What follows belongs to an exercise in optimizing a design on an open flow for small area and a short achievable clock period; a production flow would make more cautious choices.
Function was not checked in any run shown here: the RTL went through the layout flow alone.
In every run shown here, the design's own scripts or RTL, not TritonCTS, make the clock network.
The clock input has no modelled driver; a real chip could not lean on it and would need a root buffer or a full tree.

## flow/design.v (module list and top-level ports; edited modules follow where they fit)
// module c6288: 1345 lines
// module mul_fa: 4 lines
// module mul_fx: 6 lines
// module mul_x2: 3 lines
// module mul_maj: 3 lines
// module mul_han: 4 lines
// module mul_xn2: 3 lines
// module mul_or2: 3 lines
// module mul_ha: 4 lines
// module c6288_top: 18 lines
module c6288_top (
  input         clk,
  input  [15:0] a,
  input  [15:0] b,
  output [31:0] p
);
  // ...
==> flow/flow/run.sh <==
#!/bin/bash
set -uo pipefail
source flow/params.sh
export RES=orfs/results/sky130hd/c6288_top/base
ARGS=(MATCH_CELL_FOOTPRINT=0 "BUFFER_PORTS_ARGS=-buffer_cell $PORT_BUF" SETUP_SLACK_MARGIN=$SETUP_MARGIN $EXTRA)
if [ -n "${CTS_OPTS:-}" ]; then ARGS+=("CTS_ARGS=$CTS_OPTS"); fi
bash standard.sh "${ARGS[@]}" floorplan > std_floorplan.log 2>&1 || exit 1
if [ -n "$IN_FF" ]; then
  IN_FF=$IN_FF openroad -no_init -exit flow/upsize.tcl > upsize.log 2>&1 || exit 1
fi
bash standard.sh "${ARGS[@]}" cts > std_cts.log 2>&1 || exit 1
if [ -n "$SKEW_CELLS" ]; then
  SKEW_CELLS="$SKEW_CELLS" ROOT_CELL="${ROOT_CELL:-}" P_GROUP="${P_GROUP:-8}" IN_ROOTS="${IN_ROOTS:-2}" openroad -no_init -exit flow/${SKEW_TCL:-skew.tcl} > skew.log 2>&1 || exit 1
fi
bash standard.sh "${ARGS[@]}" finish > std_finish.log 2>&1
st=$?
cp orfs/logs/sky130hd/c6288_top/base/*.log . 2>/dev/null
exit $st
==> flow/flow/params.sh <==
SETUP_MARGIN=10.6
PORT_BUF=sky130_fd_sc_hd__buf_1
IN_FF=sky130_fd_sc_hd__dfxtp_2
SKEW_CELLS="sky130_fd_sc_hd__clkdlybuf4s50_1 sky130_fd_sc_hd__clkbuf_8"
EXTRA="SKIP_CTS_REPAIR_TIMING=1 REMOVE_ABC_BUFFERS=1 SETUP_MOVE_SEQUENCE=sizeup,swap"
CTS_OPTS="-sink_clustering_enable -repair_clock_nets -dont_use_dummy_load -buf_list {sky130_fd_sc_hd__clkbuf_4 sky130_fd_sc_hd__clkbuf_8}"
SKEW_TCL="skew2.tcl"
ROOT_CELL="sky130_fd_sc_hd__clkbuf_16"
P_GROUP="8"
IN_ROOTS="3"
==> flow/flow/skew.tcl <==
read_db $::env(RES)/4_cts.odb
set block [ord::get_db_block]
set db [ord::get_db]
array set groups {}
foreach inst [$block getInsts] {
  if {[string match {p_q*} [$inst getName]]} {
    set it [$inst findITerm CLK]
    lappend groups([[$it getNet] getName]) $it
  }
}
set k 0
foreach netname [lsort [array names groups]] {
  set src [$block findNet $netname]
  set sx 0; set sy 0; set c 0
  foreach it $groups($netname) {
    set bb [[$it getInst] getBBox]
    incr sx [$bb xMin]; incr sy [$bb yMin]; incr c
  }
  set x [expr {$sx / $c}]; set y [expr {$sy / $c}]
  foreach cell $::env(SKEW_CELLS) {
    set buf [odb::dbInst_create $block [$db findMaster $cell] "skew_buf_$k"]
    set dst [odb::dbNet_create $block "skew_clk_$k"]
    $dst setSigType CLOCK
    [$buf findITerm A] connect $src
    [$buf findITerm X] connect $dst
    $buf setLocation $x $y
    $buf setPlacementStatus PLACED
    set src $dst
    incr k
  }
  foreach it $groups($netname) {
    $it disconnect
    $it connect $src
  }
  puts "leaf $netname: $c product registers behind $::env(SKEW_CELLS)"
}
global_connect
detailed_placement
check_placement
write_db $::env(RES)/4_cts.odb
==> flow/flow/skew2.tcl <==
read_db $::env(RES)/4_cts.odb
set block [ord::get_db_block]
set db [ord::get_db]
set portnet [$block findNet clk]
set root ""
foreach it [$portnet getITerms] { set root [$it getInst] }
$root swapMaster [$db findMaster $::env(ROOT_CELL)]
set rootnet [[$root findITerm X] getNet]
puts "root [$root getName] -> [$rootnet getName]"
set leaves {}
set pflops {}
set inflops {}
foreach inst [$block getInsts] {
  set name [$inst getName]
  if {[string match {a_q*} $name] || [string match {b_q*} $name] || [string match {p_q*} $name]} {
    set it [$inst findITerm CLK]
    set drv [[$it getNet] getFirstOutput]
    if {$drv ne "NULL" && $drv ne ""} {
      set d [$drv getInst]
      if {$d ne $root} { lappend leaves $d }
    }
    $it disconnect
    if {[string match {p_q*} $name]} {
      lappend pflops $inst
    } else {
      lappend inflops $inst
    }
  }
}
# operand registers: split by position among IN_ROOTS new root buffers
set pts {}
foreach inst $inflops {
  set bb [$inst getBBox]
  lappend pts [list $inst [$bb xMin] [$bb yMin]]
}
set pts [lsort -integer -index 2 $pts]
set nr $::env(IN_ROOTS)
set per [expr {([llength $pts] + $nr - 1) / $nr}]
for {set r 0} {$r < $nr} {incr r} {
  set grp [lrange $pts [expr {$r * $per}] [expr {$r * $per + $per - 1}]]
  set sx 0; set sy 0
  foreach p $grp { incr sx [lindex $p 1]; incr sy [lindex $p 2] }
  set n [llength $grp]
  set buf [odb::dbInst_create $block [$db findMaster $::env(ROOT_CELL)] "clk_in_root_$r"]
  set dst [odb::dbNet_create $block "clk_in_$r"]
  $dst setSigType CLOCK
  [$buf findITerm A] connect $portnet
  [$buf findITerm X] connect $dst
  $buf setLocation [expr {$sx / $n}] [expr {$sy / $n}]
  $buf setPlacementStatus PLACED
  foreach p $grp { [[lindex $p 0] findITerm CLK] connect $dst }
  puts "operand root $r: $n registers"
}
set pts {}
foreach inst $pflops {
  set bb [$inst getBBox]
  lappend pts [list $inst [$bb xMin] [$bb yMin]]
}
set pts [lsort -integer -index 2 $pts]
set gsize $::env(P_GROUP)
set k 0
set g 0
for {set i 0} {$i < [llength $pts]} {incr i $gsize} {
  set grp [lsort -integer -index 1 [lrange $pts $i [expr {$i + $gsize - 1}]]]
  set sx 0; set sy 0
  foreach p $grp { incr sx [lindex $p 1]; incr sy [lindex $p 2] }
  set n [llength $grp]
  set x [expr {$sx / $n}]; set y [expr {$sy / $n}]
  set src $rootnet
  foreach cell $::env(SKEW_CELLS) {
    set buf [odb::dbInst_create $block [$db findMaster $cell] "skew_buf_$k"]
    set dst [odb::dbNet_create $block "skew_clk_$k"]
    $dst setSigType CLOCK
    [$buf findITerm A] connect $src
    [$buf findITerm X] connect $dst
    $buf setLocation $x $y
    $buf setPlacementStatus PLACED
    set src $dst
    incr k
  }
  foreach p $grp { [[lindex $p 0] findITerm CLK] connect $src }
  puts "group $g: $n product registers behind $::env(SKEW_CELLS)"
  incr g
}
# remove the CTS leaf buffers that now drive nothing
foreach d [lsort -unique $leaves] {
  set out [[$d findITerm X] getNet]
  set loads 0
  if {$out ne "NULL"} {
    foreach it [$out getITerms] { if {[$it isInputSignal]} { incr loads } }
  }
  if {$loads == 0} {
    puts "removing [$d getName]"
    odb::dbInst_destroy $d
    if {$out ne "NULL"} { odb::dbNet_destroy $out }
  }
}
global_connect
detailed_placement
check_placement
write_db $::env(RES)/4_cts.odb
==> flow/flow/upsize.tcl <==
# Give the operand registers a stronger flip-flop of the same type.
read_db $::env(RES)/2_floorplan.odb
set block [ord::get_db_block]
set m [[ord::get_db] findMaster $::env(IN_FF)]
set n 0
foreach inst [$block getInsts] {
  set name [$inst getName]
  if {[string match {a_q*} $name] || [string match {b_q*} $name]} {
    $inst swapMaster $m
    incr n
  }
}
puts "upsized $n registers to $::env(IN_FF)"
write_db $::env(RES)/2_floorplan.odb
==> flow/standard.sh <==
#!/bin/bash
# synth_recipe.tcl (not shown) runs the flow's synth.tcl, then flattens the netlist and writes it again
# the make line also repeats each setting of config.mk as NAME=value (left out here)
make -C /OpenROAD-flow-scripts/flow DESIGN_CONFIG=/design/flow/config.mk WORK_HOME=/design/flow/orfs CLKGATE_MAP_FILE= SYNTH_SCRIPT=/design/flow/synth_recipe.tcl "${@:-finish}"
==> flow/config.mk <==
export PLATFORM = sky130hd
export DESIGN_NAME = c6288_top
export DESIGN_NICKNAME = c6288_top
export VERILOG_FILES = /design/flow/design.v
export SDC_FILE = /design/flow/constraint.sdc
export NUM_CORES = 4
export LEC_CHECK = 0
export CAP_MARGIN = 20
export CORE_MARGIN = 2
export CORE_UTILIZATION = 65
export SLEW_MARGIN = 20
export SYNTH_HIERARCHICAL = 1
export SYNTH_MINIMUM_KEEP_SIZE = 0
==> flow/constraint.sdc <==
create_clock -name core_clock -period 15.0 [get_ports {clk}]
set_input_delay 3.0000 -clock core_clock [delete_from_list [all_inputs] [get_ports {clk}]]
set_output_delay 3.0000 -clock core_clock [all_outputs]
set_load 0.01 [all_outputs]
==> flow_summary.toml, run 1 <==
[synth]
post-synth-top-area-cell = "fa_1"
synthFlopType = "dfxtp_1"
ys_warn_count = 7
ys_ff_latch = 64
synth_edf_count = 0

[grt]
grt_use_total = 0.321
grt_pass1_vias = 6292
busiest_layer = "met2"
grt_max_degree = 17
use_met3 = 0.0622

[worst_setup_path]
crit_cells = 1
r2r_start = "b_q[6]"
slowest_delay_ns = 0.32
start_kind = "flop"

[sta]
hold_viol = 0
fmax_ghz = 0.235
slew-limit-headroom = 0.450
setup_tns_ns = 0

[detailed_routing]
wl_met3_mm = 1.51

[final_layout]
regArea_um2 = 1380
fin_nets = 1073
fillers = 916
regMostFlops = "p_q"
bufAreaShareNonClock = 0.0498
multi_input_gates = 691
fin_area_um2 = 8640

[die]
dieArea_um2 = 13400

[placement]
io_buffer_count = 64
dpl.cell_count = 991

[run_status]
status = "complete, no violations"

[hold_path]
holdPathEnd = "p_q[30]"
==> run 2, diff against run 1 <==
--- a/flow/design.v
+++ b/flow/design.v
@@ -931,26 +931,26 @@
   assign pp15_9 = ~(a[9] & b[15]);
   assign pp15_10 = ~(a[10] & b[15]);
   assign pp15_11 = ~(a[11] & b[15]);
   assign pp15_12 = ~(a[12] & b[15]);
   assign pp15_13 = ~(a[13] & b[15]);
   assign pp15_14 = ~(a[14] & b[15]);
   assign pp15_15 = ~(a[15] & b[15]);
   mul_han u_ha0 (.a(pp0_13), .b(pp10_3), .s(hs0), .co(hc0));
-  mul_fx u_fa1 (.a(pp0_14), .b(pp10_4), .c(pp11_3), .s(s1), .co(c1));
+  mul_fa u_fa1 (.a(pp0_14), .b(pp10_4), .c(pp11_3), .s(s1), .co(c1));
   mul_han u_ha2 (.a(pp12_2), .b(pp13_1), .s(hs2), .co(hc2));
-  mul_fx u_fa3 (.a(pp0_15), .b(pp10_5), .c(pp11_4), .s(s3), .co(c3));
+  mul_fa u_fa3 (.a(pp0_15), .b(pp10_5), .c(pp11_4), .s(s3), .co(c3));
   mul_fa u_fa4 (.a(pp12_3), .b(pp13_2), .c(pp14_1), .s(s4), .co(c4));
   mul_han u_ha5 (.a(pp15_0), .b(pp1_14), .s(hs5), .co(hc5));
-  mul_fx u_fa6 (.a(pp10_6), .b(pp11_5), .c(pp12_4), .s(s6), .co(c6));
+  mul_fa u_fa6 (.a(pp10_6), .b(pp11_5), .c(pp12_4), .s(s6), .co(c6));
   mul_fa u_fa7 (.a(pp13_3), .b(pp14_2), .c(pp15_1), .s(s7), .co(c7));
   mul_han u_ha8 (.a(pp1_15), .b(pp2_14), .s(hs8), .co(hc8));
   mul_fa u_fa9 (.a(pp10_7), .b(pp11_6), .c(pp12_5), .s(s9), .co(c9));
-  mul_fx u_fa10 (.a(pp13_4), .b(pp14_3), .c(pp15_2), .s(s10), .co(c10));
+  mul_fa u_fa10 (.a(pp13_4), .b(pp14_3), .c(pp15_2), .s(s10), .co(c10));
   mul_fa u_fa11 (.a(pp10_8), .b(pp11_7), .c(pp12_6), .s(s11), .co(c11));
   mul_han u_ha12 (.a(pp0_9), .b(pp1_8), .s(hs12), .co(hc12));
   mul_fa u_fa13 (.a(pp0_10), .b(pp10_0), .c(pp1_9), .s(s13), .co(c13));
   mul_han u_ha14 (.a(pp2_8), .b(pp3_7), .s(hs14), .co(hc14));
   mul_fa u_fa15 (.a(pp0_11), .b(pp10_1), .c(pp11_0), .s(s15), .co(c15));
   mul_fa u_fa16 (.a(pp1_10), .b(pp2_9), .c(pp3_8), .s(s16), .co(c16));
   mul_han u_ha17 (.a(pp4_7), .b(pp5_6), .s(hs17), .co(hc17));
   mul_fa u_fa18 (.a(pp0_12), .b(pp10_2), .c(pp11_1), .s(s18), .co(c18));
@@ -963,29 +963,29 @@
   mul_fa u_fa25 (.a(pp7_6), .b(pp8_5), .c(pp9_4), .s(s25), .co(c25));
   mul_fa u_fa26 (.a(pp14_0), .b(pp1_13), .c(pp2_12), .s(s26), .co(c26));
   mul_fa u_fa27 (.a(pp3_11), .b(pp4_10), .c(pp5_9), .s(s27), .co(c27));
   mul_fa u_fa28 (.a(pp6_8), .b(pp7_7), .c(pp8_6), .s(s28), .co(c28));
   mul_fa u_fa29 (.a(pp9_5), .b(hc0), .c(hs2), .s(s29), .co(c29));
   mul_fa u_fa30 (.a(pp2_13), .b(pp3_12), .c(pp4_11), .s(s30), .co(c30));
   mul_fa u_fa31 (.a(pp5_10), .b(pp6_9), .c(pp7_8), .s(s31), .co(c31));
   mul_fa u_fa32 (.a(pp8_7), .b(pp9_6), .c(hc2), .s(s32), .co(c32));
-  mul_fx u_fa33 (.a(hs5), .b(c1), .c(s3), .s(s33), .co(c33));
+  mul_fa u_fa33 (.a(hs5), .b(c1), .c(s3), .s(s33), .co(c33));
   mul_fa u_fa34 (.a(pp3_13), .b(pp4_12), .c(pp5_11), .s(s34), .co(c34));
   mul_fa u_fa35 (.a(pp6_10), .b(pp7_9), .c(pp8_8), .s(s35), .co(c35));
   mul_fa u_fa36 (.a(pp9_7), .b(hc5), .c(hs8), .s(s36), .co(c36));
-  mul_fx u_fa37 (.a(c3), .b(c4), .c(s6), .s(s37), .co(c37));
+  mul_fa u_fa37 (.a(c3), .b(c4), .c(s6), .s(s37), .co(c37));
   mul_fa u_fa38 (.a(pp2_15), .b(pp3_14), .c(pp4_13), .s(s38), .co(c38));
   mul_fa u_fa39 (.a(pp5_12), .b(pp6_11), .c(pp7_10), .s(s39), .co(c39));
   mul_fa u_fa40 (.a(pp8_9), .b(pp9_8), .c(hc8), .s(s40), .co(c40));
-  mul_fx u_fa41 (.a(c6), .b(c7), .c(s10), .s(s41), .co(c41));
+  mul_fa u_fa41 (.a(c6), .b(c7), .c(s10), .s(s41), .co(c41));
   mul_fa u_fa42 (.a(pp13_5), .b(pp14_4), .c(pp15_3), .s(s42), .co(c42));
   mul_fa u_fa43 (.a(pp3_15), .b(pp4_14), .c(pp5_13), .s(s43), .co(c43));
   mul_fa u_fa44 (.a(pp6_12), .b(pp7_11), .c(pp8_10), .s(s44), .co(c44));
-  mul_fx u_fa45 (.a(pp9_9), .b(c10), .c(c9), .s(s45), .co(c45));
+  mul_fa u_fa45 (.a(pp9_9), .b(c10), .c(c9), .s(s45), .co(c45));
   mul_fa u_fa46 (.a(pp10_9), .b(pp11_8), .c(pp12_7), .s(s46), .co(c46));
   mul_fa u_fa47 (.a(pp13_6), .b(pp14_5), .c(pp15_4), .s(s47), .co(c47));
   mul_fa u_fa48 (.a(pp4_15), .b(pp5_14), .c(pp6_13), .s(s48), .co(c48));
   mul_fa u_fa49 (.a(pp7_12), .b(pp8_11), .c(pp9_10), .s(s49), .co(c49));
   mul_fa u_fa50 (.a(pp10_10), .b(pp11_9), .c(pp12_8), .s(s50), .co(c50));
   mul_fa u_fa51 (.a(pp13_7), .b(pp14_6), .c(pp15_5), .s(s51), .co(c51));
   mul_fa u_fa52 (.a(pp5_15), .b(pp6_14), .c(pp7_13), .s(s52), .co(c52));
   mul_fa u_fa53 (.a(pp10_11), .b(pp11_10), .c(pp12_9), .s(s53), .co(c53));
@@ -1012,29 +1012,29 @@
   mul_fa u_fa74 (.a(hc21), .b(hs0), .c(c18), .s(s74), .co(c74));
   mul_fa u_fa75 (.a(c19), .b(c20), .c(s22), .s(s75), .co(c75));
   mul_fa u_fa76 (.a(s23), .b(s24), .c(s25), .s(s76), .co(c76));
   mul_fa u_fa77 (.a(c22), .b(c23), .c(c24), .s(s77), .co(c77));
   mul_fa u_fa78 (.a(c25), .b(s1), .c(s26), .s(s78), .co(c78));
   mul_fa u_fa79 (.a(s27), .b(s28), .c(s29), .s(s79), .co(c79));
   mul_fa u_fa80 (.a(c26), .b(c27), .c(c28), .s(s80), .co(c80));
   mul_fa u_fa81 (.a(s30), .b(s31), .c(s4), .s(s81), .co(c81));
-  mul_fx u_fa82 (.a(c29), .b(s32), .c(s33), .s(s82), .co(c82));
+  mul_fa u_fa82 (.a(c29), .b(s32), .c(s33), .s(s82), .co(c82));
   mul_fa u_fa83 (.a(c30), .b(c31), .c(s34), .s(s83), .co(c83));
   mul_fa u_fa84 (.a(s35), .b(s7), .c(c32), .s(s84), .co(c84));
-  mul_fx u_fa85 (.a(s36), .b(c33), .c(s37), .s(s85), .co(c85));
+  mul_fa u_fa85 (.a(s36), .b(c33), .c(s37), .s(s85), .co(c85));
   mul_fa u_fa86 (.a(c34), .b(c35), .c(s38), .s(s86), .co(c86));
   mul_fa u_fa87 (.a(s39), .b(s9), .c(c36), .s(s87), .co(c87));
   mul_fa u_fa88 (.a(s40), .b(c37), .c(s41), .s(s88), .co(c88));
   mul_fa u_fa89 (.a(c38), .b(c39), .c(s11), .s(s89), .co(c89));
   mul_fa u_fa90 (.a(s42), .b(s43), .c(s44), .s(s90), .co(c90));
-  mul_fx u_fa91 (.a(c40), .b(c41), .c(s45), .s(s91), .co(c91));
+  mul_fa u_fa91 (.a(c40), .b(c41), .c(s45), .s(s91), .co(c91));
   mul_fa u_fa92 (.a(c11), .b(c42), .c(c43), .s(s92), .co(c92));
   mul_fa u_fa93 (.a(c44), .b(s46), .c(s47), .s(s93), .co(c93));
-  mul_fx u_fa94 (.a(s48), .b(s49), .c(c45), .s(s94), .co(c94));
+  mul_fa u_fa94 (.a(s48), .b(s49), .c(c45), .s(s94), .co(c94));
   mul_fa u_fa95 (.a(pp8_12), .b(pp9_11), .c(c46), .s(s95), .co(c95));
   mul_fa u_fa96 (.a(c47), .b(c48), .c(c49), .s(s96), .co(c96));
   mul_fa u_fa97 (.a(s50), .b(s51), .c(s52), .s(s97), .co(c97));
   mul_fa u_fa98 (.a(pp6_15), .b(pp7_14), .c(pp8_13), .s(s98), .co(c98));
   mul_fa u_fa99 (.a(pp9_12), .b(c50), .c(c51), .s(s99), .co(c99));
   mul_fa u_fa100 (.a(c52), .b(s53), .c(s54), .s(s100), .co(c100));
   mul_fa u_fa101 (.a(pp13_9), .b(pp14_8), .c(pp15_7), .s(s101), .co(c101));
   mul_fa u_fa102 (.a(pp7_15), .b(pp8_14), .c(pp9_13), .s(s102), .co(c102));
@@ -1062,25 +1062,25 @@
   mul_fa u_fa124 (.a(s69), .b(c67), .c(s70), .s(s124), .co(c124));
   mul_fa u_fa125 (.a(c68), .b(c69), .c(s71), .s(s125), .co(c125));
   mul_fa u_fa126 (.a(c70), .b(s72), .c(s73), .s(s126), .co(c126));
   mul_fa u_fa127 (.a(c71), .b(c72), .c(c73), .s(s127), .co(c127));
   mul_fa u_fa128 (.a(s74), .b(s75), .c(s76), .s(s128), .co(c128));
   mul_fa u_fa129 (.a(c74), .b(c75), .c(c76), .s(s129), .co(c129));
   mul_fa u_fa130 (.a(s77), .b(s78), .c(s79), .s(s130), .co(c130));
   mul_fa u_fa131 (.a(c77), .b(c78), .c(s80), .s(s131), .co(c131));
-  mul_fx u_fa132 (.a(s81), .b(c79), .c(s82), .s(s132), .co(c132));
+  mul_fa u_fa132 (.a(s81), .b(c79), .c(s82), .s(s132), .co(c132));
   mul_fa u_fa133 (.a(c80), .b(c81), .c(s83), .s(s133), .co(c133));
-  mul_fx u_fa134 (.a(s84), .b(c82), .c(s85), .s(s134), .co(c134));
+  mul_fa u_fa134 (.a(s84), .b(c82), .c(s85), .s(s134), .co(c134));
   mul_fa u_fa135 (.a(c83), .b(s86), .c(c84), .s(s135), .co(c135));
   mul_fa u_fa136 (.a(s87), .b(c85), .c(s88), .s(s136), .co(c136));
   mul_fa u_fa137 (.a(c86), .b(s89), .c(s90), .s(s137), .co(c137));
-  mul_fx u_fa138 (.a(c87), .b(c88), .c(s91), .s(s138), .co(c138));
+  mul_fa u_fa138 (.a(c87), .b(c88), .c(s91), .s(s138), .co(c138));
   mul_fa u_fa139 (.a(c89), .b(c90), .c(s92), .s(s139), .co(c139));
-  mul_fx u_fa140 (.a(s93), .b(c91), .c(s94), .s(s140), .co(c140));
+  mul_fa u_fa140 (.a(s93), .b(c91), .c(s94), .s(s140), .co(c140));
   mul_fa u_fa141 (.a(c92), .b(c93), .c(s95), .s(s141), .co(c141));
   mul_fa u_fa142 (.a(s96), .b(s97), .c(c94), .s(s142), .co(c142));
   mul_fa u_fa143 (.a(s98), .b(c95), .c(c96), .s(s143), .co(c143));
   mul_fa u_fa144 (.a(c97), .b(s99), .c(s100), .s(s144), .co(c144));
   mul_fa u_fa145 (.a(c98), .b(s101), .c(s102), .s(s145), .co(c145));
   mul_fa u_fa146 (.a(c99), .b(c100), .c(s103), .s(s146), .co(c146));
   mul_fa u_fa147 (.a(c101), .b(c102), .c(s104), .s(s147), .co(c147));
   mul_fa u_fa148 (.a(s105), .b(c103), .c(s106), .s(s148), .co(c148));
@@ -1099,20 +1099,20 @@
   mul_fa u_fa161 (.a(c115), .b(s117), .c(c116), .s(s161), .co(c161));
   mul_fa u_fa162 (.a(c117), .b(c118), .c(s119), .s(s162), .co(c162));
   mul_fa u_fa163 (.a(c119), .b(s121), .c(c120), .s(s163), .co(c163));
   mul_fa u_fa164 (.a(c121), .b(s123), .c(c122), .s(s164), .co(c164));
   mul_fa u_fa165 (.a(c123), .b(s125), .c(c124), .s(s165), .co(c165));
   mul_fa u_fa166 (.a(c125), .b(c126), .c(s127), .s(s166), .co(c166));
   mul_fa u_fa167 (.a(c127), .b(c128), .c(s129), .s(s167), .co(c167));
   mul_fa u_fa168 (.a(c129), .b(s131), .c(c130), .s(s168), .co(c168));
-  mul_fx u_fa169 (.a(c131), .b(s133), .c(c132), .s(s169), .co(c169));
-  mul_fx u_fa170 (.a(c133), .b(s135), .c(c134), .s(s170), .co(c170));
-  mul_fx u_fa171 (.a(c135), .b(s137), .c(s138), .s(s171), .co(c171));
-  mul_fx u_fa172 (.a(c137), .b(s139), .c(s140), .s(s172), .co(c172));
+  mul_fa u_fa169 (.a(c131), .b(s133), .c(c132), .s(s169), .co(c169));
+  mul_fa u_fa170 (.a(c133), .b(s135), .c(c134), .s(s170), .co(c170));
+  mul_fa u_fa171 (.a(c135), .b(s137), .c(s138), .s(s171), .co(c171));
+  mul_fa u_fa172 (.a(c137), .b(s139), .c(s140), .s(s172), .co(c172));
   mul_fa u_fa173 (.a(c139), .b(s141), .c(s142), .s(s173), .co(c173));
   mul_fa u_fa174 (.a(c141), .b(s143), .c(s144), .s(s174), .co(c174));
   mul_fa u_fa175 (.a(s145), .b(c143), .c(c144), .s(s175), .co(c175));
   mul_fa u_fa176 (.a(c145), .b(s147), .c(c146), .s(s176), .co(c176));
   mul_fa u_fa177 (.a(c147), .b(s149), .c(c148), .s(s177), .co(c177));
   mul_fa u_fa178 (.a(s151), .b(c149), .c(s152), .s(s178), .co(c178));
   mul_fa u_fa179 (.a(c151), .b(s153), .c(c152), .s(s179), .co(c179));
   mul_fa u_fa180 (.a(pp15_12), .b(c153), .c(s155), .s(s180), .co(c180));
@@ -1126,20 +1126,20 @@
   mul_fa u_fa188 (.a(s118), .b(c160), .c(s161), .s(s188), .co(c188));
   mul_fa u_fa189 (.a(s120), .b(c161), .c(s162), .s(s189), .co(c189));
   mul_fa u_fa190 (.a(c162), .b(s122), .c(s163), .s(s190), .co(c190));
   mul_fa u_fa191 (.a(s124), .b(c163), .c(s164), .s(s191), .co(c191));
   mul_fa u_fa192 (.a(s126), .b(c164), .c(s165), .s(s192), .co(c192));
   mul_fa u_fa193 (.a(s128), .b(c165), .c(s166), .s(s193), .co(c193));
   mul_fa u_fa194 (.a(s130), .b(c166), .c(s167), .s(s194), .co(c194));
   mul_fa u_fa195 (.a(c167), .b(s132), .c(s168), .s(s195), .co(c195));
-  mul_fx u_fa196 (.a(s134), .b(c168), .c(s169), .s(s196), .co(c196));
-  mul_fx u_fa197 (.a(s136), .b(c169), .c(s170), .s(s197), .co(c197));
-  mul_fx u_fa198 (.a(c136), .b(c170), .c(s171), .s(s198), .co(c198));
-  mul_fx u_fa199 (.a(c138), .b(s172), .c(c171), .s(s199), .co(c199));
+  mul_fa u_fa196 (.a(s134), .b(c168), .c(s169), .s(s196), .co(c196));
+  mul_fa u_fa197 (.a(s136), .b(c169), .c(s170), .s(s197), .co(c197));
+  mul_fa u_fa198 (.a(c136), .b(c170), .c(s171), .s(s198), .co(c198));
+  mul_fa u_fa199 (.a(c138), .b(s172), .c(c171), .s(s199), .co(c199));
   mul_fa u_fa200 (.a(c140), .b(s173), .c(c172), .s(s200), .co(c200));
   mul_fa u_fa201 (.a(c142), .b(s174), .c(c173), .s(s201), .co(c201));
   mul_fa u_fa202 (.a(s146), .b(s175), .c(c174), .s(s202), .co(c202));
   mul_fa u_fa203 (.a(s148), .b(c175), .c(s176), .s(s203), .co(c203));
   mul_fa u_fa204 (.a(s150), .b(s177), .c(c176), .s(s204), .co(c204));
   mul_fa u_fa205 (.a(c150), .b(s178), .c(c177), .s(s205), .co(c205));
   mul_fa u_fa206 (.a(s154), .b(c178), .c(s179), .s(s206), .co(c206));
   mul_fa u_fa207 (.a(c154), .b(s180), .c(c179), .s(s207), .co(c207));
@@ -1177,18 +1177,17 @@
   mul_ha u_cpa25 (.a(xn[25]), .b(yn[25]), .s(pg[25]), .co(kl[25]));
   mul_ha u_cpa26 (.a(xn[26]), .b(yn[26]), .s(pg[26]), .co(kl[26]));
   mul_ha u_cpa27 (.a(xn[27]), .b(yn[27]), .s(pg[27]), .co(kl[27]));
   mul_ha u_cpa28 (.a(xn[28]), .b(yn[28]), .s(pg[28]), .co(kl[28]));
   mul_ha u_cpa29 (.a(xn[29]), .b(yn[29]), .s(pg[29]), .co(kl[29]));
   mul_ha u_cpa30 (.a(xn[30]), .b(yn[30]), .s(pg[30]), .co(kl[30]));
   assign pg[31] = 1'b0;
   assign kl[31] = 1'b1;
-  wire nc0 = kl[0] | pg[0];
-  wire rg1 = kl[1] | (pg[1] & nc0);
+  wire rg1 = kl[1] | (pg[1] & 1'b1);
   wire rg2 = kl[2] | (pg[2] & rg1);
   wire rg3 = kl[3] | (pg[3] & rg2);
   wire G0_5 = kl[5] | (pg[5] & kl[4]);
   wire P0_5 = pg[5] & pg[4];
   wire G0_7 = kl[7] | (pg[7] & kl[6]);
   wire P0_7 = pg[7] & pg[6];
   wire G0_9 = kl[9] | (pg[9] & kl[8]);
   wire P0_9 = pg[9] & pg[8];
@@ -1305,48 +1304,356 @@
   wire G4_24 = G3_24 | (P3_24 & G3_15);
   wire G4_25 = G3_25 | (P3_25 & G3_15);
   wire G4_26 = G3_26 | (P3_26 & G3_15);
   wire G4_27 = G3_27 | (P3_27 & G3_15);
   wire G4_28 = G3_28 | (P3_28 & G3_15);
   wire G4_29 = G3_29 | (P3_29 & G3_15);
   wire G4_30 = G3_30 | (P3_30 & G3_15);
   wire G4_31 = G3_31 | (P3_31 & G3_15);
+  wire q1;
+  mul_nor2 u_q1 (.a(kl[1]), .b(pg[1]), .y(q1));
+  wire q2;
+  mul_inv u_q2 (.a(q1), .y(q2));
+  wire q3;
+  mul_aoi21 u_q3 (.a1(pg[2]), .a2(q2), .b1(kl[2]), .y(q3));
+  wire q4;
+  mul_inv u_q4 (.a(q3), .y(q4));
+  wire q5;
+  mul_aoi21 u_q5 (.a1(pg[3]), .a2(q4), .b1(kl[3]), .y(q5));
+  wire q6;
+  mul_aoi21 u_q6 (.a1(pg[5]), .a2(kl[4]), .b1(kl[5]), .y(q6));
+  wire q7;
+  mul_nand2 u_q7 (.a(pg[5]), .b(pg[4]), .y(q7));
+  wire q8;
+  mul_aoi21 u_q8 (.a1(pg[7]), .a2(kl[6]), .b1(kl[7]), .y(q8));
+  wire q9;
+  mul_nand2 u_q9 (.a(pg[7]), .b(pg[6]), .y(q9));
+  wire q10;
+  mul_aoi21 u_q10 (.a1(pg[9]), .a2(kl[8]), .b1(kl[9]), .y(q10));
+  wire q11;
+  mul_nand2 u_q11 (.a(pg[9]), .b(pg[8]), .y(q11));
+  wire q12;
+  mul_aoi21 u_q12 (.a1(pg[11]), .a2(kl[10]), .b1(kl[11]), .y(q12));
+  wire q13;
+  mul_nand2 u_q13 (.a(pg[11]), .b(pg[10]), .y(q13));
+  wire q14;
+  mul_aoi21 u_q14 (.a1(pg[13]), .a2(kl[12]), .b1(kl[13]), .y(q14));
+  wire q15;
+  mul_nand2 u_q15 (.a(pg[13]), .b(pg[12]), .y(q15));
+  wire q16;
+  mul_aoi21 u_q16 (.a1(pg[15]), .a2(kl[14]), .b1(kl[15]), .y(q16));
+  wire q17;
+  mul_nand2 u_q17 (.a(pg[15]), .b(pg[14]), .y(q17));
+  wire q18;
+  mul_aoi21 u_q18 (.a1(pg[17]), .a2(kl[16]), .b1(kl[17]), .y(q18));
+  wire q19;
+  mul_nand2 u_q19 (.a(pg[17]), .b(pg[16]), .y(q19));
+  wire q20;
+  mul_aoi21 u_q20 (.a1(pg[19]), .a2(kl[18]), .b1(kl[19]), .y(q20));
+  wire q21;
+  mul_nand2 u_q21 (.a(pg[19]), .b(pg[18]), .y(q21));
+  wire q22;
+  mul_aoi21 u_q22 (.a1(pg[21]), .a2(kl[20]), .b1(kl[21]), .y(q22));
+  wire q23;
+  mul_nand2 u_q23 (.a(pg[21]), .b(pg[20]), .y(q23));
+  wire q24;
+  mul_aoi21 u_q24 (.a1(pg[23]), .a2(kl[22]), .b1(kl[23]), .y(q24));
+  wire q25;
+  mul_nand2 u_q25 (.a(pg[23]), .b(pg[22]), .y(q25));
+  wire q26;
+  mul_aoi21 u_q26 (.a1(pg[25]), .a2(kl[24]), .b1(kl[25]), .y(q26));
+  wire q27;
+  mul_nand2 u_q27 (.a(pg[25]), .b(pg[24]), .y(q27));
+  wire q28;
+  mul_aoi21 u_q28 (.a1(pg[27]), .a2(kl[26]), .b1(kl[27]), .y(q28));
+  wire q29;
+  mul_nand2 u_q29 (.a(pg[27]), .b(pg[26]), .y(q29));
+  wire q30;
+  mul_aoi21 u_q30 (.a1(pg[29]), .a2(kl[28]), .b1(kl[29]), .y(q30));
+  wire q31;
+  mul_nand2 u_q31 (.a(pg[29]), .b(pg[28]), .y(q31));
+  wire q32;
+  mul_aoi21 u_q32 (.a1(pg[31]), .a2(kl[30]), .b1(kl[31]), .y(q32));
+  wire q33;
+  mul_nand2 u_q33 (.a(pg[31]), .b(pg[30]), .y(q33));
+  wire q34;
+  mul_inv u_q34 (.a(q6), .y(q34));
+  wire q35;
+  mul_aoi21 u_q35 (.a1(pg[6]), .a2(q34), .b1(kl[6]), .y(q35));
+  wire q36;
+  mul_inv u_q36 (.a(q7), .y(q36));
+  wire q37;
+  mul_nand2 u_q37 (.a(pg[6]), .b(q36), .y(q37));
+  wire q38;
+  mul_oai21 u_q38 (.a1(q9), .a2(q6), .b1(q8), .y(q38));
+  wire q39;
+  mul_nor2 u_q39 (.a(q9), .b(q7), .y(q39));
+  wire q40;
+  mul_inv u_q40 (.a(q10), .y(q40));
+  wire q41;
+  mul_aoi21 u_q41 (.a1(pg[10]), .a2(q40), .b1(kl[10]), .y(q41));
+  wire q42;
+  mul_inv u_q42 (.a(q11), .y(q42));
+  wire q43;
+  mul_nand2 u_q43 (.a(pg[10]), .b(q42), .y(q43));
+  wire q44;
+  mul_oai21 u_q44 (.a1(q13), .a2(q10), .b1(q12), .y(q44));
+  wire q45;
+  mul_nor2 u_q45 (.a(q13), .b(q11), .y(q45));
+  wire q46;
+  mul_inv u_q46 (.a(q14), .y(q46));
+  wire q47;
+  mul_aoi21 u_q47 (.a1(pg[14]), .a2(q46), .b1(kl[14]), .y(q47));
+  wire q48;
+  mul_inv u_q48 (.a(q15), .y(q48));
+  wire q49;
+  mul_nand2 u_q49 (.a(pg[14]), .b(q48), .y(q49));
+  wire q50;
+  mul_oai21 u_q50 (.a1(q17), .a2(q14), .b1(q16), .y(q50));
+  wire q51;
+  mul_nor2 u_q51 (.a(q17), .b(q15), .y(q51));
+  wire q52;
+  mul_inv u_q52 (.a(q18), .y(q52));
+  wire q53;
+  mul_aoi21 u_q53 (.a1(pg[18]), .a2(q52), .b1(kl[18]), .y(q53));
+  wire q54;
+  mul_inv u_q54 (.a(q19), .y(q54));
+  wire q55;
+  mul_nand2 u_q55 (.a(pg[18]), .b(q54), .y(q55));
+  wire q56;
+  mul_oai21 u_q56 (.a1(q21), .a2(q18), .b1(q20), .y(q56));
+  wire q57;
+  mul_nor2 u_q57 (.a(q21), .b(q19), .y(q57));
+  wire q58;
+  mul_inv u_q58 (.a(q22), .y(q58));
+  wire q59;
+  mul_aoi21 u_q59 (.a1(pg[22]), .a2(q58), .b1(kl[22]), .y(q59));
+  wire q60;
+  mul_inv u_q60 (.a(q23), .y(q60));
+  wire q61;
+  mul_nand2 u_q61 (.a(pg[22]), .b(q60), .y(q61));
+  wire q62;
+  mul_oai21 u_q62 (.a1(q25), .a2(q22), .b1(q24), .y(q62));
+  wire q63;
+  mul_nor2 u_q63 (.a(q25), .b(q23), .y(q63));
+  wire q64;
+  mul_inv u_q64 (.a(q26), .y(q64));
+  wire q65;
+  mul_aoi21 u_q65 (.a1(pg[26]), .a2(q64), .b1(kl[26]), .y(q65));
+  wire q66;
+  mul_inv u_q66 (.a(q27), .y(q66));
+  wire q67;
+  mul_nand2 u_q67 (.a(pg[26]), .b(q66), .y(q67));
+  wire q68;
+  mul_oai21 u_q68 (.a1(q29), .a2(q26), .b1(q28), .y(q68));
+  wire q69;
+  mul_nor2 u_q69 (.a(q29), .b(q27), .y(q69));
+  wire q70;
+  mul_inv u_q70 (.a(q30), .y(q70));
+  wire q71;
+  mul_aoi21 u_q71 (.a1(pg[30]), .a2(q70), .b1(kl[30]), .y(q71));
+  wire q72;
+  mul_inv u_q72 (.a(q31), .y(q72));
+  wire q73;
+  mul_nand2 u_q73 (.a(pg[30]), .b(q72), .y(q73));
+  wire q74;
+  mul_oai21 u_q74 (.a1(q33), .a2(q30), .b1(q32), .y(q74));
+  wire q75;
+  mul_nor2 u_q75 (.a(q33), .b(q31), .y(q75));
+  wire q76;
+  mul_inv u_q76 (.a(q5), .y(q76));
+  wire q77;
+  mul_aoi21 u_q77 (.a1(pg[4]), .a2(q76), .b1(kl[4]), .y(q77));
+  wire q78;
+  mul_oai21 u_q78 (.a1(q7), .a2(q5), .b1(q6), .y(q78));
+  wire q79;
+  mul_oai21 u_q79 (.a1(q37), .a2(q5), .b1(q35), .y(q79));
+  wire q80;
+  mul_aoi21 u_q80 (.a1(q39), .a2(q76), .b1(q38), .y(q80));
+  wire q81;
+  mul_aoi21 u_q81 (.a1(pg[12]), .a2(q44), .b1(kl[12]), .y(q81));
+  wire q82;
+  mul_nand2 u_q82 (.a(pg[12]), .b(q45), .y(q82));
+  wire q83;
+  mul_inv u_q83 (.a(q44), .y(q83));
+  wire q84;
+  mul_oai21 u_q84 (.a1(q15), .a2(q83), .b1(q14), .y(q84));
+  wire q85;
+  mul_inv u_q85 (.a(q45), .y(q85));
+  wire q86;
+  mul_nor2 u_q86 (.a(q15), .b(q85), .y(q86));
+  wire q87;
+  mul_oai21 u_q87 (.a1(q49), .a2(q83), .b1(q47), .y(q87));
+  wire q88;
+  mul_nor2 u_q88 (.a(q49), .b(q85), .y(q88));
+  wire q89;
+  mul_aoi21 u_q89 (.a1(q51), .a2(q44), .b1(q50), .y(q89));
+  wire q90;
+  mul_nand2 u_q90 (.a(q51), .b(q45), .y(q90));
+  wire q91;
+  mul_aoi21 u_q91 (.a1(pg[20]), .a2(q56), .b1(kl[20]), .y(q91));
+  wire q92;
+  mul_nand2 u_q92 (.a(pg[20]), .b(q57), .y(q92));
+  wire q93;
+  mul_inv u_q93 (.a(q56), .y(q93));
+  wire q94;
+  mul_oai21 u_q94 (.a1(q23), .a2(q93), .b1(q22), .y(q94));
+  wire q95;
+  mul_inv u_q95 (.a(q57), .y(q95));
+  wire q96;
+  mul_nor2 u_q96 (.a(q23), .b(q95), .y(q96));
+  wire q97;
+  mul_oai21 u_q97 (.a1(q61), .a2(q93), .b1(q59), .y(q97));
+  wire q98;
+  mul_nor2 u_q98 (.a(q61), .b(q95), .y(q98));
+  wire q99;
+  mul_aoi21 u_q99 (.a1(q63), .a2(q56), .b1(q62), .y(q99));
+  wire q100;
+  mul_nand2 u_q100 (.a(q63), .b(q57), .y(q100));
+  wire q101;
+  mul_aoi21 u_q101 (.a1(pg[28]), .a2(q68), .b1(kl[28]), .y(q101));
+  wire q102;
+  mul_nand2 u_q102 (.a(pg[28]), .b(q69), .y(q102));
+  wire q103;
+  mul_inv u_q103 (.a(q68), .y(q103));
+  wire q104;
+  mul_oai21 u_q104 (.a1(q31), .a2(q103), .b1(q30), .y(q104));
+  wire q105;
+  mul_inv u_q105 (.a(q69), .y(q105));
+  wire q106;
+  mul_nor2 u_q106 (.a(q31), .b(q105), .y(q106));
+  wire q107;
+  mul_oai21 u_q107 (.a1(q73), .a2(q103), .b1(q71), .y(q107));
+  wire q108;
+  mul_nor2 u_q108 (.a(q73), .b(q105), .y(q108));
+  wire q109;
+  mul_aoi21 u_q109 (.a1(q75), .a2(q68), .b1(q74), .y(q109));
+  wire q110;
+  mul_nand2 u_q110 (.a(q75), .b(q69), .y(q110));
+  wire q111;
+  mul_inv u_q111 (.a(q80), .y(q111));
+  wire q112;
+  mul_aoi21 u_q112 (.a1(pg[8]), .a2(q111), .b1(kl[8]), .y(q112));
+  wire q113;
+  mul_oai21 u_q113 (.a1(q11), .a2(q80), .b1(q10), .y(q113));
+  wire q114;
+  mul_oai21 u_q114 (.a1(q43), .a2(q80), .b1(q41), .y(q114));
+  wire q115;
+  mul_aoi21 u_q115 (.a1(q45), .a2(q111), .b1(q44), .y(q115));
+  wire q116;
+  mul_oai21 u_q116 (.a1(q82), .a2(q80), .b1(q81), .y(q116));
+  wire q117;
+  mul_aoi21 u_q117 (.a1(q86), .a2(q111), .b1(q84), .y(q117));
+  wire q118;
+  mul_aoi21 u_q118 (.a1(q88), .a2(q111), .b1(q87), .y(q118));
+  wire q119;
+  mul_oai21 u_q119 (.a1(q90), .a2(q80), .b1(q89), .y(q119));
+  wire q120;
+  mul_inv u_q120 (.a(q99), .y(q120));
+  wire q121;
+  mul_aoi21 u_q121 (.a1(pg[24]), .a2(q120), .b1(kl[24]), .y(q121));
+  wire q122;
+  mul_inv u_q122 (.a(q100), .y(q122));
+  wire q123;
+  mul_nand2 u_q123 (.a(pg[24]), .b(q122), .y(q123));
+  wire q124;
+  mul_oai21 u_q124 (.a1(q27), .a2(q99), .b1(q26), .y(q124));
+  wire q125;
+  mul_nor2 u_q125 (.a(q27), .b(q100), .y(q125));
+  wire q126;
+  mul_oai21 u_q126 (.a1(q67), .a2(q99), .b1(q65), .y(q126));
+  wire q127;
+  mul_nor2 u_q127 (.a(q67), .b(q100), .y(q127));
+  wire q128;
+  mul_aoi21 u_q128 (.a1(q69), .a2(q120), .b1(q68), .y(q128));
+  wire q129;
+  mul_nand2 u_q129 (.a(q69), .b(q122), .y(q129));
+  wire q130;
+  mul_oai21 u_q130 (.a1(q102), .a2(q99), .b1(q101), .y(q130));
+  wire q131;
+  mul_nor2 u_q131 (.a(q102), .b(q100), .y(q131));
+  wire q132;
+  mul_aoi21 u_q132 (.a1(q106), .a2(q120), .b1(q104), .y(q132));
+  wire q133;
+  mul_nand2 u_q133 (.a(q106), .b(q122), .y(q133));
+  wire q134;
+  mul_aoi21 u_q134 (.a1(q108), .a2(q120), .b1(q107), .y(q134));
+  wire q135;
+  mul_nand2 u_q135 (.a(q108), .b(q122), .y(q135));
+  wire q136;
+  mul_oai21 u_q136 (.a1(q110), .a2(q99), .b1(q109), .y(q136));
+  wire q137;
+  mul_nor2 u_q137 (.a(q110), .b(q100), .y(q137));
+  wire q138;
+  mul_aoi21 u_q138 (.a1(pg[16]), .a2(q119), .b1(kl[16]), .y(q138));
+  wire q139;
+  mul_inv u_q139 (.a(q119), .y(q139));
+  wire q140;
+  mul_oai21 u_q140 (.a1(q19), .a2(q139), .b1(q18), .y(q140));
+  wire q141;
+  mul_oai21 u_q141 (.a1(q55), .a2(q139), .b1(q53), .y(q141));
+  wire q142;
+  mul_aoi21 u_q142 (.a1(q57), .a2(q119), .b1(q56), .y(q142));
+  wire q143;
+  mul_oai21 u_q143 (.a1(q92), .a2(q139), .b1(q91), .y(q143));
+  wire q144;
+  mul_aoi21 u_q144 (.a1(q96), .a2(q119), .b1(q94), .y(q144));
+  wire q145;
+  mul_aoi21 u_q145 (.a1(q98), .a2(q119), .b1(q97), .y(q145));
+  wire q146;
+  mul_oai21 u_q146 (.a1(q100), .a2(q139), .b1(q99), .y(q146));
+  wire q147;
+  mul_oai21 u_q147 (.a1(q123), .a2(q139), .b1(q121), .y(q147));
+  wire q148;
+  mul_aoi21 u_q148 (.a1(q125), .a2(q119), .b1(q124), .y(q148));
+  wire q149;
+  mul_aoi21 u_q149 (.a1(q127), .a2(q119), .b1(q126), .y(q149));
+  wire q150;
+  mul_oai21 u_q150 (.a1(q129), .a2(q139), .b1(q128), .y(q150));
+  wire q151;
+  mul_aoi21 u_q151 (.a1(q131), .a2(q119), .b1(q130), .y(q151));
+  wire q152;
+  mul_oai21 u_q152 (.a1(q133), .a2(q139), .b1(q132), .y(q152));
+  wire q153;
+  mul_oai21 u_q153 (.a1(q135), .a2(q139), .b1(q134), .y(q153));
+  wire q154;
+  mul_aoi21 u_q154 (.a1(q137), .a2(q119), .b1(q136), .y(q154));
   assign p[0] = pg[0];
-  mul_xn2 u_sum1 (.a(pg[1]), .b(nc0), .y(p[1]));
-  mul_xn2 u_sum2 (.a(pg[2]), .b(rg1), .y(p[2]));
-  mul_xn2 u_sum3 (.a(pg[3]), .b(rg2), .y(p[3]));
-  mul_xn2 u_sum4 (.a(pg[4]), .b(rg3), .y(p[4]));
-  mul_xn2 u_sum5 (.a(pg[5]), .b(G2_4), .y(p[5]));
-  mul_xn2 u_sum6 (.a(pg[6]), .b(G2_5), .y(p[6]));
-  mul_xn2 u_sum7 (.a(pg[7]), .b(G2_6), .y(p[7]));
-  mul_xn2 u_sum8 (.a(pg[8]), .b(G2_7), .y(p[8]));
-  mul_xn2 u_sum9 (.a(pg[9]), .b(G3_8), .y(p[9]));
-  mul_xn2 u_sum10 (.a(pg[10]), .b(G3_9), .y(p[10]));
-  mul_xn2 u_sum11 (.a(pg[11]), .b(G3_10), .y(p[11]));
-  mul_xn2 u_sum12 (.a(pg[12]), .b(G3_11), .y(p[12]));
-  mul_xn2 u_sum13 (.a(pg[13]), .b(G3_12), .y(p[13]));
-  mul_xn2 u_sum14 (.a(pg[14]), .b(G3_13), .y(p[14]));
-  mul_xn2 u_sum15 (.a(pg[15]), .b(G3_14), .y(p[15]));
-  mul_xn2 u_sum16 (.a(pg[16]), .b(G3_15), .y(p[16]));
-  mul_xn2 u_sum17 (.a(pg[17]), .b(G4_16), .y(p[17]));
-  mul_xn2 u_sum18 (.a(pg[18]), .b(G4_17), .y(p[18]));
-  mul_xn2 u_sum19 (.a(pg[19]), .b(G4_18), .y(p[19]));
-  mul_xn2 u_sum20 (.a(pg[20]), .b(G4_19), .y(p[20]));
-  mul_xn2 u_sum21 (.a(pg[21]), .b(G4_20), .y(p[21]));
-  mul_xn2 u_sum22 (.a(pg[22]), .b(G4_21), .y(p[22]));
-  mul_xn2 u_sum23 (.a(pg[23]), .b(G4_22), .y(p[23]));
-  mul_xn2 u_sum24 (.a(pg[24]), .b(G4_23), .y(p[24]));
-  mul_xn2 u_sum25 (.a(pg[25]), .b(G4_24), .y(p[25]));
-  mul_xn2 u_sum26 (.a(pg[26]), .b(G4_25), .y(p[26]));
-  mul_xn2 u_sum27 (.a(pg[27]), .b(G4_26), .y(p[27]));
-  mul_xn2 u_sum28 (.a(pg[28]), .b(G4_27), .y(p[28]));
-  mul_xn2 u_sum29 (.a(pg[29]), .b(G4_28), .y(p[29]));
-  mul_xn2 u_sum30 (.a(pg[30]), .b(G4_29), .y(p[30]));
-  mul_xn2 u_sum31 (.a(pg[31]), .b(G4_30), .y(p[31]));
+  assign p[1] = pg[1];
+  mul_x2 u_sum2 (.a(pg[2]), .b(q1), .y(p[2]));
+  mul_x2 u_sum3 (.a(pg[3]), .b(q3), .y(p[3]));
+  mul_x2 u_sum4 (.a(pg[4]), .b(q5), .y(p[4]));
+  mul_x2 u_sum5 (.a(pg[5]), .b(q77), .y(p[5]));
+  mul_xn2 u_sum6 (.a(pg[6]), .b(q78), .y(p[6]));
+  mul_xn2 u_sum7 (.a(pg[7]), .b(q79), .y(p[7]));
+  mul_x2 u_sum8 (.a(pg[8]), .b(q80), .y(p[8]));
+  mul_x2 u_sum9 (.a(pg[9]), .b(q112), .y(p[9]));
+  mul_xn2 u_sum10 (.a(pg[10]), .b(q113), .y(p[10]));
+  mul_xn2 u_sum11 (.a(pg[11]), .b(q114), .y(p[11]));
+  mul_x2 u_sum12 (.a(pg[12]), .b(q115), .y(p[12]));
+  mul_xn2 u_sum13 (.a(pg[13]), .b(q116), .y(p[13]));
+  mul_x2 u_sum14 (.a(pg[14]), .b(q117), .y(p[14]));
+  mul_x2 u_sum15 (.a(pg[15]), .b(q118), .y(p[15]));
+  mul_xn2 u_sum16 (.a(pg[16]), .b(q119), .y(p[16]));
+  mul_x2 u_sum17 (.a(pg[17]), .b(q138), .y(p[17]));
+  mul_xn2 u_sum18 (.a(pg[18]), .b(q140), .y(p[18]));
+  mul_xn2 u_sum19 (.a(pg[19]), .b(q141), .y(p[19]));
+  mul_x2 u_sum20 (.a(pg[20]), .b(q142), .y(p[20]));
+  mul_xn2 u_sum21 (.a(pg[21]), .b(q143), .y(p[21]));
+  mul_x2 u_sum22 (.a(pg[22]), .b(q144), .y(p[22]));
+  mul_x2 u_sum23 (.a(pg[23]), .b(q145), .y(p[23]));
+  mul_xn2 u_sum24 (.a(pg[24]), .b(q146), .y(p[24]));
+  mul_xn2 u_sum25 (.a(pg[25]), .b(q147), .y(p[25]));
+  mul_x2 u_sum26 (.a(pg[26]), .b(q148), .y(p[26]));
+  mul_x2 u_sum27 (.a(pg[27]), .b(q149), .y(p[27]));
+  mul_xn2 u_sum28 (.a(pg[28]), .b(q150), .y(p[28]));
+  mul_x2 u_sum29 (.a(pg[29]), .b(q151), .y(p[29]));
+  mul_xn2 u_sum30 (.a(pg[30]), .b(q152), .y(p[30]));
+  mul_inv u_sum31 (.a(q153), .y(p[31]));
 endmodule
 module mul_fa (input a, input b, input c, output s, output co);
   assign s  = a ^ b ^ c;
   assign co = (a & b) | (a & c) | (b & c);
 endmodule
 module mul_fx (input a, input b, input c, output s, output co);
   wire t;
   mul_x2  u_x1 (.a(a), .b(b), .y(t));
@@ -1361,16 +1668,31 @@
 endmodule
 module mul_han (input a, input b, output s, output co);
   mul_xn2 u_x (.a(a), .b(b), .y(s));
   mul_or2 u_o (.a(a), .b(b), .y(co));
 endmodule
 module mul_xn2 (input a, input b, output y);
   assign y = ~(a ^ b);
 endmodule
+module mul_inv (input a, output y);
+  assign y = ~a;
+endmodule
+module mul_nand2 (input a, input b, output y);
+  assign y = ~(a & b);
+endmodule
+module mul_nor2 (input a, input b, output y);
+  assign y = ~(a | b);
+endmodule
+module mul_aoi21 (input a1, input a2, input b1, output y);
+  assign y = ~((a1 & a2) | b1);
+endmodule
+module mul_oai21 (input a1, input a2, input b1, output y);
+  assign y = ~((a1 | a2) & b1);
+endmodule
 module mul_or2 (input a, input b, output y);
   assign y = a | b;
 endmodule
 module mul_ha (input a, input b, output s, output co);
   assign s  = a ^ b;
   assign co = a & b;
 endmodule
 module c6288_top (
==> flow/flow/params.sh (replaced) <==
SETUP_MARGIN=10.7
PORT_BUF=sky130_fd_sc_hd__buf_1
IN_FF=sky130_fd_sc_hd__dfxtp_2
SKEW_CELLS="sky130_fd_sc_hd__clkdlybuf4s50_1 sky130_fd_sc_hd__clkbuf_8"
EXTRA="SKIP_CTS_REPAIR_TIMING=1 REMOVE_ABC_BUFFERS=1 SETUP_MOVE_SEQUENCE=sizeup,swap"
CTS_OPTS="-sink_clustering_enable -repair_clock_nets -dont_use_dummy_load -buf_list {sky130_fd_sc_hd__clkbuf_4 sky130_fd_sc_hd__clkbuf_8}"
SKEW_TCL="skew2.tcl"
ROOT_CELL="sky130_fd_sc_hd__clkbuf_16"
P_GROUP="8"
IN_ROOTS="3"
==> run 2 against run 1 <==
  * The layout now fails its checks (negative hold slack)
  * Critical path type unchanged
  * First-iteration DRC count down 44%
  * Design area is 0.96% higher
  * Sequential cell count unchanged
  * Sequential share of layout area is essentially flat
  * Clock skew grew 0.013 ns
  * Via count is 1.4% lower
  * Non-clock buffer count grew 1
  * Count of clock-buffer cells in the layout unchanged
  * Register-to-register slack improved by 0.05 ns
  * Final cell count fell by 0.40%
==> flow_summary.toml, run 2 <==
[sta]
setup_viol_count_final = 0
hold_viol = 1
setup_tns_ns = 0
fmax_ghz = 0.235
worst_pin_slew_ns = 0.423
rsz0062_at_grt = "false"
slew-limit-headroom = 0.718
period_share = 0.284
timing.final.ws_setup_ns = 10.74
period_needed_ns = 4.26
maxSlewViolCount = 0
fin_skew_ns = 0.677
hold_ws_ns = -0.0225

[run_status]
violations = "negative hold slack"
status = "failed layout checks"

[grt]
grt_use_total = 0.293
antenna_found_initial = 0
overflow = 0
grt_pass1_vias = 6563
grt_pass1_wl_mm = 31.5
grt_max_degree = 17

[placement]
pre_cts_ws_ns = 9.82
dpl.cell_count = 987
dpl.hpwl_mm = 14.7
io_buffer_count = 64
gp_congestion = 0.887

[worst_setup_path]
cp_cell_sequence = "buf_2"
r2r_cells = 15
slowest_delay_ns = 0.34
reg2reg_slack_ns = 10.83
crit_family = "flip-flops"
worst_ep_arrival_time_ns = 1.26
r2r_start = "b_q[10]"
crit_start = "p_q[23]"
worstPathRequired_ns = 12.00
crit_slowest_cell = "dfxtp_2"
start_kind = "flop"
path_buf_inv = 1
crit_path_end_kind = "primary output"
critPathKind = "reg -> out"
reg2reg_to = "p_q[28]"
critPathMaxFanout = 1

[die]
initial_core_util = 0.665
ios = 65
core.rowCount = 41
core_area_um2 = 12600
die-height_um = 118
dieArea_um2 = 13800
die_x_um = 118

[synth]
ys_warn_count = 7
avgSynthCellArea_um2 = 10.3
syn_inst = 814
synth_common_cells = "nand2_1, fa_1, dfxtp_1, a21oi_2, buf_6"
synthFlopType = "dfxtp_1"
synth_top_area_frac = 0.465
synth_cell_type_count = 16
synth_edf_count = 0
yosys-top-cells-area = "fa_1, dfxtp_1, nand2_1, a21oi_2, ha_1"
synth_most_common_cell = "nand2_1"
seq_area_frac_synth = 0.153
ys_ff_latch = 64
synthArstFlopShare = 0
post-synth-top-area-cell = "fa_1"
synth_area_um2 = 8390

[detailed_routing]
drt-initial-drc-count = 223
first_pass_iters = 5
wl_mm = 19.5
ant_nets = 0
drc = 0
via_per_inst = 5.73
num_vias = 5732
post_drt_wl_per_cell_um = 19.4

[final_layout]
mostFrequentLayoutCell = "nand2_1"
fillers = 1039
regMostFlops = "p_q"
largest_register_ff_count = 32
post_route_cells_drive_above_1_share = 0.129
fin_nets = 1089
syn_to_final_growth_pct = 3.98
top_regs = "p_q: 32 flops, a_q: 16 flops, b_q: 16 flops"
layout_common_cells = "nand2_1, fa_1, buf_1, a21oi_2, dfxtp_4"
n_antenna_cell = 0
instances_no_fill = 1001

[hold_path]
worstHoldStart = "a_q[0]"
holdPathEnd = "p_q[1]"
hold_path_class = "reg -> reg"
hold_depth = 2

[cts]
clock_sinks = 64
path_clk_slew_ns = 0.09
clk_latency_ns = 0.80

[flow_run]
cap_violations = 0
run 2: cell types whose count changed after synthesis, moves of 16 or more:
cell,change
clkbuf_1,-62
xnor2_1,-18
xor2_1,-32
nand2_1,+16
a21oi_2,+44
buf_4,+23
o21ai_1,+28
fa_1,+24
inv_1,+24
buf_6,+32
maj3_2,-24
a21oi_1,-17
run 2: how the worst max path moves through the flow:
stage | to | slack [ns] | cells after the start
floorplan | p_q[18] | 10.00 | 15
global placement | p_q[25] | 9.95 | 15
detailed placement | p_q[28] | 9.82 | 15
CTS | p_q[28] | 9.81 | 15
global route | p_q[30] | 10.68 | 15
finish | p[23] | 10.74 | 1
run 2: tightest hold or removal path, cell delays in order, from the launching register on:
cell	delay, ns
dfxtp_4	0.41
nand2_2	0.07
ha_1	0.13
run 2: layout make-up:
class                      count  area (µm²)  area share
timing repair buffer          67         283      0.0324
sequential                    64        1400       0.161
multi-input combinational    658        6520       0.747
buffer                        11         170      0.0195
tap                          172         215      0.0247
inverter                      28         109      0.0125
clock buffer                   1        25.0     0.00287
run 2: metrics by stage:
stage | util | area, µm²
global route | 0.691 | 8730
finish | 0.691 | 8730
CTS | 0.669 | 8440
global placement | 0.659 | 8310
floorplan | - | 7810
detailed placement | 0.659 | 8310
run 2: kinds of logic (layout without fill, tap and decap cells):
logic type	count (synthesis)	after routing	share of synthesized area
AND/OR/NAND/NOR	316	316	0.147
AO/OA/AOI/OAI	73	73	0.0632
XOR/XNOR	44	44	0.0459
adder cells (fa/ha/maj)	225	225	0.510
buffers and inverters	92	107	0.0817
flip-flops	64	64	0.153
run 2: per-layer routing:
| layer | share of wire | track usage | up-vias |
|---|---|---|---|
| met5 | 0 | 0 | - |
| met4 | 0.042 | 0.149 | 0 |
| met3 | 0.060 | 0.0475 | 55 |
| met2 | 0.53 | 0.523 | 223 |
| met1 | 0.37 | 0.343 | 2959 |
| li1 | - | - | 2495 |
run 2: per-module statistics from Yosys, one instance, submodules excluded, a selection:
module | copies in the design | cells | cell area [µm²] | flops+latches
mul_ha | 30 | 1 | 12.5 | 0
mul_inv | 28 | 1 | 3.75 | 0
mul_nor2 | 16 | 1 | 3.75 | 0
mul_x2 | 16 | 1 | 8.76 | 0
mul_aoi21 | 44 | 1 | 8.76 | 0
mul_oai21 | 29 | 1 | 5.00 | 0
c6288_top | 1 | 64 | 1280 | 64
mul_fa | 195 | 1 | 20.0 | 0
mul_nand2 | 29 | 1 | 3.75 | 0

static timing again, ports no longer ideal:
In the flow no input, the clock included, has a driving cell. The finished layouts below were timed again as built, in two steps.
Step 1: set_driving_cell puts a clkbuf_16 on clk and a buf_2 on each other input, an assumption about the parent block.
Step 2, shift: input delay + t, output delay - t, t = (earliest + latest rising clock arrival at the registers) / 2. This alone moves slack from input paths to output paths.
Slacks: ideal / step 1 / step 2; pairs: ideal / step 1.
run	shift t [ns]	setup WS [ns]	hold WS [ns]	worst setup path at the end	clock arrival spread, ns
run 1	0.528	10.745 / 10.668 / 10.784	0.163 / 0.163 / 0.163	register to register	0.664 / 0.664
run 2	0.529	10.740 / 10.669 / 10.831	-0.022 / -0.022 / -0.022	register to register	0.676 / 0.677
In run 1 and run 2 the clock reaches the registers at very different times; t lies between them, and the last value is a rough guide only.
